From an optimization exercise on the open Yosys and OpenROAD flow, aimed at small area and a short achievable clock period; shortcuts taken in it are not production practice. In this exercise RTL edits were held to simulation tests only and were not proved equivalent to the original.

## run A
Design sqrt_16s, start of the top module:
module sqrt_16s (
    input         clk,
    input  [15:0] data_i,
    input         vld_i,
    output [15:0] data_o,
    output        vld_o
);
Settings: LEC_CHECK=0, ABC_AREA=1, CAP_MARGIN=20, CORE_MARGIN=2, CORE_UTILIZATION=40, SETUP_SLACK_MARGIN=1.3, SLEW_MARGIN=20; clock period 3.0 ns.
standard.sh (not shown) runs the stock make flow with config.mk's settings and CLKGATE_MAP_FILE= SYNTH_SCRIPT=/design/flow/synth_recipe.tcl, a recipe that flattens the netlist after the stock synthesis.
==> flow/flow/run.sh <==
#!/bin/bash
# The standard layout (standard.sh: ORFS from synthesis to the final layout) with:
#  - ADDER_MAP_FILE empty: Yosys does not extract full/half-adder cells, so ABC maps
#    all the logic itself (the registers are the same as in the standard synthesis);
#  - buf_2 cells as the input and output port buffers;
#  - a clock tree of clkbuf_8 cells without dummy loads.
# Everything ORFS prints goes to standard.log in this folder; each step's own log stays
# under orfs/logs/.
bash standard.sh \
  "ADDER_MAP_FILE=" "SETUP_MOVE_SEQUENCE=unbuffer,sizeup,swap" \
  "BUFFER_PORTS_ARGS=-buffer_cell sky130_fd_sc_hd__buf_2" \
  "CTS_ARGS=-sink_clustering_enable -repair_clock_nets -dont_use_dummy_load -buf_list sky130_fd_sc_hd__clkbuf_8 -sink_clustering_size 14 -sink_clustering_max_diameter 50" \
  finish > standard.log 2>&1
Run A | stages: all done | timing, DRC, antenna: all pass
Changes in run B relative to run A:
Settings: SETUP_SLACK_MARGIN: 1.3 -> 1.1.
==> flow/flow/run.sh <==
#!/bin/bash
# The standard layout (the standard.sh: ORFS synthesis to final), with buf_2
# cells as the port buffers and a clock tree of clkbuf_8 without dummy loads.
bash standard.sh \
  "BUFFER_PORTS_ARGS=-buffer_cell sky130_fd_sc_hd__buf_2" \
  "CTS_ARGS=-sink_clustering_enable -repair_clock_nets -dont_use_dummy_load -buf_list sky130_fd_sc_hd__clkbuf_8 -sink_clustering_size 10 -sink_clustering_max_diameter 40" \
  finish > standard.log 2>&1
==> comparison <==
First-iteration DRC count (run B vs. run A) decreases by more than 10%. Run B: setup slack lower than run A. Diff run A -> run B | synthesized cell count | up slightly. Compared to run A, run B was floorplanned on a bigger die. On maximum frequency, run B does worse than run A. Run B — cell count 40 higher, run A as reference. [diff] detailed-route wire length, run B relative to run A: improvement. Compared with run A, run B shows a area share of xor/xnor cells in the synthesized design that is 1.1 points lower. On via count, run A and run B are neck and neck. The wire length of the first global-routing pass on run A is in line with that on run B.
Relative to run B, the following input files were edited for run C:
Settings: a change of SETUP_SLACK_MARGIN from 1.1 to 1.2.
==> flow/flow/run.sh <==
#!/bin/bash
# The standard layout (standard.sh: ORFS from synthesis to the final layout) with:
#  - ADDER_MAP_FILE empty: Yosys does not extract full/half-adder cells, so ABC maps
#    all the logic itself (the registers are the same as in the standard synthesis);
#  - buf_2 cells as the input and output port buffers;
#  - a clock tree of clkbuf_8 cells without dummy loads.
# Everything ORFS prints goes to standard.log in this folder; each step's own log stays
# under orfs/logs/.
bash standard.sh \
  "ADDER_MAP_FILE=" \
  "BUFFER_PORTS_ARGS=-buffer_cell sky130_fd_sc_hd__buf_2" \
  "CTS_ARGS=-sink_clustering_enable -repair_clock_nets -dont_use_dummy_load -buf_list sky130_fd_sc_hd__clkbuf_8 -sink_clustering_size 14 -sink_clustering_max_diameter 50" \
  finish > standard.log 2>&1
==> comparison <==
Compare run B and run C | synthesized area higher: run B. Across both runs, fraction of the mapped netlist area in adder cells was lower for run C than for run B. Critical path buffer and inverter count: run C vs run B up 1. Run B vs run C, critical path's slowest cell: sky130_fd_sc_hd__clkbuf_4 vs sky130_fd_sc_hd__dfxtp_2. Run C vs run B — net count of the finished layout dropped by a few percent. Run C ended with more peak fanout along the critical path than run B.
Setup changes, run C to run D
Settings: changing SETUP_SLACK_MARGIN from 1.2 to 1.1; setting GPL_ROUTABILITY_DRIVEN to 0 for the first time.
==> flow/flow/run.sh <==
#!/bin/bash
# The standard layout (the standard.sh: ORFS synthesis to final), with buf_2
# cells as the port buffers and a clock tree of clkbuf_8 without dummy loads.
bash standard.sh \
  "BUFFER_PORTS_ARGS=-buffer_cell sky130_fd_sc_hd__buf_2" \
  "CTS_ARGS=-sink_clustering_enable -repair_clock_nets -dont_use_dummy_load -buf_list sky130_fd_sc_hd__clkbuf_8 -sink_clustering_size 14 -sink_clustering_max_diameter 50" \
  finish > standard.log 2>&1
## What came out
Run D: worst slack after detailed placement lower than run C
Width of the chip was lower in run C than in run D.
Run D vs run C — stage delay of the slowest cell on the critical path dropped 0.03 ns.
Comparing run C and run D, the higher routed wire length on met3 is on run C.
Between run C and run D, the flow reports first-iteration DRC count increasing by more than 10%.
Number of buffers and inverters on the critical path: higher on run C
Final clock period utilization by the worst path for run D: 2.5 points up relative to run C
Looking only at routed length on met2, and setting everything else aside, the lower value of run C and run D goes to run D.
Of run C and run D, run C shows the higher maximum number of pins on one net before global-route repair, with run D below it.

========
sqrt_16s again, from the RTL that the note above started with.
clock: 3.0 ns
lec_check: 0
abc_area: 1
cap_margin: 20
core_margin: 2
core_utilization: 40
setup_slack_margin: 0.9
slew_margin: 20
==> flow/flow/run.sh <==
#!/bin/bash
# The standard layout, with buf_2 port buffers and a clock tree without dummy loads.
bash standard.sh \
  "BUFFER_PORTS_ARGS=-buffer_cell sky130_fd_sc_hd__buf_2" \
  "CTS_ARGS=-sink_clustering_enable -repair_clock_nets -dont_use_dummy_load -buf_list sky130_fd_sc_hd__clkbuf_8 -sink_clustering_size 14 -sink_clustering_max_diameter 50" \
  finish > standard.log 2>&1
The baseline ran to the end with no violations.
Change:
--- a/flow/flow/run.sh
+++ b/flow/flow/run.sh
@@ -1,3 +1,4 @@
 #!/bin/bash
-# The standard layout, with buf_2 port buffers and a clock tree without dummy loads.
+# The standard layout (the standard.sh: ORFS synthesis to final), with buf_2
+# cells as the port buffers and a clock tree of clkbuf_8 without dummy loads.
 bash standard.sh \
- GPL_TIMING_DRIVEN: unset -> 0
- SETUP_SLACK_MARGIN: 0.9 -> 1.1
Effect:
- cell area goes up by 3.3%
- synthesized cell count is unchanged
- via count goes up by 2.1%
- clock skew climbs by 0.027 ns
- die area does not change
- setup slack gains 0.10 ns
- first-iteration DRC count is lower by 4.3%
- core utilization goes up by 1.5 points
- count of clock-buffer cells in the layout is unchanged
Change:
- CORE_UTILIZATION: 40 -> 50
- GPL_TIMING_DRIVEN: 0 -> unset
- utilization goes up by 9.7 points
- die area falls by 20%
- worst setup slack loses 0.035 ns
- non-clock buffer count drops by 15

========
Setup of oak:
Starting RTL as in the previous note.
==> flow/config.mk <==
export PLATFORM = sky130hd
export DESIGN_NAME = sqrt_16s
export DESIGN_NICKNAME = sqrt_16s
export VERILOG_FILES = /design/flow/design.v
export SDC_FILE = /design/flow/constraint.sdc
export NUM_CORES = 4
export LEC_CHECK = 0
export ABC_AREA = 1
export CAP_MARGIN = 20
export CORE_MARGIN = 2
export CORE_UTILIZATION = 40
export SETUP_SLACK_MARGIN = 1.0
export SLEW_MARGIN = 20
==> flow/constraint.sdc <==
create_clock -name core_clock -period 3.0 [get_ports {clk}]
set_input_delay 0.6000 -clock core_clock [delete_from_list [all_inputs] [get_ports {clk}]]
set_output_delay 0.6000 -clock core_clock [all_outputs]
set_load 0.01 [all_outputs]
==> flow/flow/run.sh <==
#!/bin/bash
# The standard layout, with buf_2 port buffers and a clock tree without dummy loads.
bash standard.sh \
  "BUFFER_PORTS_ARGS=-buffer_cell sky130_fd_sc_hd__buf_2" \
  "CTS_ARGS=-sink_clustering_enable -repair_clock_nets -dont_use_dummy_load -buf_list sky130_fd_sc_hd__clkbuf_8 -sink_clustering_size 14 -sink_clustering_max_diameter 50" \
  finish > standard.log 2>&1
oak went all the way through the flow, and no timing, DRC or antenna check failed.
Modified inputs, pine compared to oak
- changing SETUP_SLACK_MARGIN from 1.0 to 1.1
### Flow results
oak → pine: area growth from synthesis to layout now larger; worst hold path cell count comparable.
[inputs] birch vs pine
- swapping 40 for 75 in CORE_UTILIZATION
==> run notes <==
birch: no failed stages, no open violations at the end
birch against pine; count of non-filler cells in the finished layout is down by more than 10%.
Per the comparison of birch with pine, met2 global-route usage went up 27 points.
Compared with pine, birch shows a cell depth of the worst setup path that is 2 lower.
Looking at wire length the detailed router placed on met1 across birch and pine, the one that comes out higher is birch.
Count of filler cells inserted in the layout, birch and pine, lower one = birch.
Relative to birch, the following input files were edited for maple:
- PLACE_DENSITY newly set to 0.4
- CORE_UTILIZATION changed from 75 to 40
diff --git a/flow/flow/run.sh b/flow/flow/run.sh
--- a/flow/flow/run.sh
+++ b/flow/flow/run.sh
@@ -2 +2,2 @@
-# The standard layout, with buf_2 port buffers and a clock tree without dummy loads.
+# The standard layout (the standard.sh: ORFS synthesis to final), with buf_2
+# cells as the port buffers and a clock tree of clkbuf_8 without dummy loads.
[summary]
- Vias: maple fewer than birch
- Of the two values seen for last element of the critical path, r_r7[1] was produced by birch and r_r4[1] by maple.
- maple vs birch, first-iteration DRC count went down by 160.
- On worst setup slack after placement, the lower figure sits with maple, not birch.
- maple has more setup slack than birch.
- Final critical-path share of the clock period delta for maple relative to birch: 4.4 points lower
- The lower global routing usage summed across all routing layers of birch and maple is in maple.
- In the metrics for birch and maple, the one carrying the lower post-synthesis to final-layout area growth is birch.
- maple: full flow OK, the timing, DRC and antenna checks passed

========
Setup of v6:
sqrt_16s again, from the RTL that the note above started with.
==> flow/config.mk <==
export PLATFORM = sky130hd
export DESIGN_NAME = sqrt_16s
export DESIGN_NICKNAME = sqrt_16s
export VERILOG_FILES = /design/flow/design.v
export SDC_FILE = /design/flow/constraint.sdc
export NUM_CORES = 4
export LEC_CHECK = 0
export ABC_AREA = 1
export CAP_MARGIN = 20
export CORE_MARGIN = 2
export CORE_UTILIZATION = 40
export PLACE_DENSITY = 0.8
export SETUP_SLACK_MARGIN = 1.2
export SLEW_MARGIN = 20
==> flow/constraint.sdc <==
create_clock -name core_clock -period 3.0 [get_ports {clk}]
set_input_delay 0.6000 -clock core_clock [delete_from_list [all_inputs] [get_ports {clk}]]
set_output_delay 0.6000 -clock core_clock [all_outputs]
set_load 0.01 [all_outputs]
==> flow/flow/run.sh <==
#!/bin/bash
# The standard layout (the standard.sh: ORFS synthesis to final), with buf_2
# cells as the port buffers and a clock tree of clkbuf_8 without dummy loads.
bash standard.sh \
  "BUFFER_PORTS_ARGS=-buffer_cell sky130_fd_sc_hd__buf_2" \
  "CTS_ARGS=-sink_clustering_enable -repair_clock_nets -dont_use_dummy_load -buf_list sky130_fd_sc_hd__clkbuf_8 -sink_clustering_size 14 -sink_clustering_max_diameter 50" \
  finish > standard.log 2>&1
Edits applied to the flow inputs when going from v6 to v7:
diff --git a/flow/flow/run.sh b/flow/flow/run.sh
--- a/flow/flow/run.sh
+++ b/flow/flow/run.sh
@@ -2,2 +2 @@
-# The standard layout (the standard.sh: ORFS synthesis to final), with buf_2
-# cells as the port buffers and a clock tree of clkbuf_8 without dummy loads.
+# The standard layout, with buf_2 port buffers and a clock tree without dummy loads.
diff --git a/flow/config.mk b/flow/config.mk
--- a/flow/config.mk
+++ b/flow/config.mk
@@ -11,3 +11,2 @@
-export CORE_UTILIZATION = 40
-export PLACE_DENSITY = 0.8
-export SETUP_SLACK_MARGIN = 1.2
+export CORE_UTILIZATION = 60
+export SETUP_SLACK_MARGIN = 1.1
Results
- v6 → v7: worst-path maximum fanout higher; worst hold-check slack shows a reduction of 0.011 ns; core footprint now sits lower.
- Changes observed in v7 relative to v6: number of search-and-repair iterations in the first detailed-routing pass has decreased; design area lower; via count now smaller.
- v7 vs. v6: routed wire length went down about 4%.

========
v33:
sqrt_16s again, from the RTL that the note above started with.
==> flow/config.mk <==
export PLATFORM = sky130hd
export DESIGN_NAME = sqrt_16s
export DESIGN_NICKNAME = sqrt_16s
export VERILOG_FILES = /design/flow/design.v
export SDC_FILE = /design/flow/constraint.sdc
export NUM_CORES = 4
export LEC_CHECK = 0
export ABC_AREA = 1
export CAP_MARGIN = 20
export CORE_MARGIN = 2
export CORE_UTILIZATION = 40
export SETUP_SLACK_MARGIN = 1.1
export SLEW_MARGIN = 20
==> flow/constraint.sdc <==
create_clock -name core_clock -period 3.0 [get_ports {clk}]
set_input_delay 0.6000 -clock core_clock [delete_from_list [all_inputs] [get_ports {clk}]]
set_output_delay 0.6000 -clock core_clock [all_outputs]
set_load 0.01 [all_outputs]
==> flow/flow/run.sh <==
#!/bin/bash
# The standard layout (the standard.sh: ORFS synthesis to final), with buf_2
# cells as the port buffers and a clock tree of clkbuf_8 without dummy loads.
bash standard.sh \
  "BUFFER_PORTS_ARGS=-buffer_cell sky130_fd_sc_hd__buf_2" \
  "CTS_ARGS=-sink_clustering_enable -repair_clock_nets -dont_use_dummy_load -buf_list sky130_fd_sc_hd__clkbuf_8 -sink_clustering_size 18 -sink_clustering_max_diameter 50" \
  finish > standard.log 2>&1
What v26 does differently from v33 at the input level:
Settings: SETUP_SLACK_MARGIN changed from 1.1 to 1.2.
==> flow/flow/run.sh <==
#!/bin/bash
# The standard layout, with buf_2 port buffers and a clock tree without dummy loads.
bash standard.sh \
  "BUFFER_PORTS_ARGS=-buffer_cell sky130_fd_sc_hd__buf_2" \
  "CTS_ARGS=-sink_clustering_enable -repair_clock_nets -dont_use_dummy_load -buf_list sky130_fd_sc_hd__clkbuf_16 -sink_clustering_size 24 -sink_clustering_max_diameter 60" \
  finish > standard.log 2>&1
==> comparison <==
Number of nets still failing antenna checks after routing across v33 and v26: no real change. Wire length of the first global-routing pass ends up lower on v26.
#### Input delta (v45 over v26)
Settings: SETUP_SLACK_MARGIN: 1.2 -> 1.3.
==> flow/flow/run.sh <==
#!/bin/bash
# The standard layout (standard.sh: ORFS from synthesis to the final layout) with:
#  - ADDER_MAP_FILE empty: Yosys does not extract full/half-adder cells, so ABC maps
#    all the logic itself (the registers are the same as in the standard synthesis);
#  - buf_2 cells as the input and output port buffers;
#  - a clock tree of clkbuf_8 cells without dummy loads.
# Everything ORFS prints goes to standard.log in this folder; each step's own log stays
# under orfs/logs/.
bash standard.sh \
  "ADDER_MAP_FILE=" \
  "BUFFER_PORTS_ARGS=-buffer_cell sky130_fd_sc_hd__buf_2" \
  "CTS_ARGS=-sink_clustering_enable -repair_clock_nets -dont_use_dummy_load -buf_list sky130_fd_sc_hd__clkbuf_8 -sink_clustering_size 14 -sink_clustering_max_diameter 50" \
  finish > standard.log 2>&1
v45: PASS, flow complete, no timing, DRC or antenna violations
Relative to v26, wire length has increased by about 3% in v45.
The area of the core region was comparable across v26 and v45.
| total setup buffers inserted after CTS | lower: v26 |
Compared with v26, v45 shows number of buffers inserted during clock tree synthesis higher by 8.
The following lists how v40 was set up differently from v45:
Settings: swapping 1.3 for 1.15 in SETUP_SLACK_MARGIN.
==> flow/flow/run.sh <==
#!/bin/bash
# The standard layout (the standard.sh: ORFS synthesis to final), with buf_2
# cells as the port buffers and a clock tree of clkbuf_8 without dummy loads.
bash standard.sh \
  "BUFFER_PORTS_ARGS=-buffer_cell sky130_fd_sc_hd__buf_2" \
  "CTS_ARGS=-sink_clustering_enable -repair_clock_nets -dont_use_dummy_load -buf_list sky130_fd_sc_hd__clkbuf_8 -sink_clustering_size 14 -sink_clustering_max_diameter 50" \
  finish > standard.log 2>&1
Notes after the runs:
v45: flow completed, timing, DRC and antenna clean. v40 completed; timing, DRC and antenna clean. v45 fits on a die that is smaller than the die of v40. Number of optimization iterations in the first detailed-route pass: v40 < v45. Count of clock-buffer cells in the layout sits lower in v40 than in v45.

-- separate check: timing with driven ports --
The results above use ideal ports. As a check the final layouts listed here were re-extracted and re-timed, cells and wires unchanged.
Step 1 assumes that a clkbuf_16 drives the clock port and a buf_2 every other input.
Step 2 moves the port delays by t, midway between the first and last clock arrival at a register: inputs arrive t later, outputs are due t later. That takes back most of the time a late clock gives input paths.
Three values: no drivers, after step 1, after step 2; two values: the first two.
run | shift t [ns] | setup slack, ns | hold slack, ns | worst slew at a driven data input, ns
run A | 0.585 | 1.255 / 1.255 / 0.969 | 0.136 / 0.114 / 0.290 | 0.03
run B | 0.556 | 1.197 / 1.220 / 0.664 | 0.186 / 0.161 / 0.320 | 0.03
run C | 0.570 | 1.317 / 1.317 / 0.996 | 0.146 / 0.122 / 0.287 | 0.03
run D | 0.590 | 1.241 / 1.241 / 0.681 | 0.149 / 0.126 / 0.310 | 0.03
the first run of note 2 | 0.587 | 1.121 / 1.121 / 0.633 | 0.131 / 0.109 / 0.324 | 0.03
the second run of note 2 | 0.591 | 1.225 / 1.225 / 0.677 | 0.148 / 0.130 / 0.285 | 0.03
the third run of note 2 | 0.580 | 1.191 / 1.191 / 0.649 | 0.122 / 0.102 / 0.280 | 0.04
oak | 0.583 | 1.162 / 1.162 / 0.668 | 0.138 / 0.118 / 0.283 | 0.03
pine | 0.590 | 1.241 / 1.241 / 0.681 | 0.149 / 0.126 / 0.310 | 0.03
birch | 0.565 | 1.091 / 1.091 / 0.711 | 0.153 / 0.135 / 0.296 | 0.04
maple | 0.546 | 1.224 / 1.229 / 0.703 | 0.177 / 0.153 / 0.293 | 0.03
v6 | 0.580 | 1.265 / 1.265 / 0.744 | 0.135 / 0.113 / 0.287 | 0.03
v7 | 0.583 | 1.213 / 1.213 / 0.719 | 0.123 / 0.107 / 0.312 | 0.04
v33 | 0.596 | 1.234 / 1.234 / 0.682 | 0.144 / 0.121 / 0.315 | 0.03
v26 | 0.532 | 1.219 / 1.227 / 0.695 | 0.199 / 0.173 / 0.295 | 0.05
v45 | 0.586 | 1.342 / 1.342 / 0.967 | 0.130 / 0.108 / 0.288 | 0.03
v40 | 0.583 | 1.256 / 1.256 / 0.690 | 0.136 / 0.118 / 0.328 | 0.03
After both steps setup and hold are still met in every run listed. For v40, which loses most, drivers alone change the setup slack by 0.000 ns; drivers and shift together by -0.566 ns.
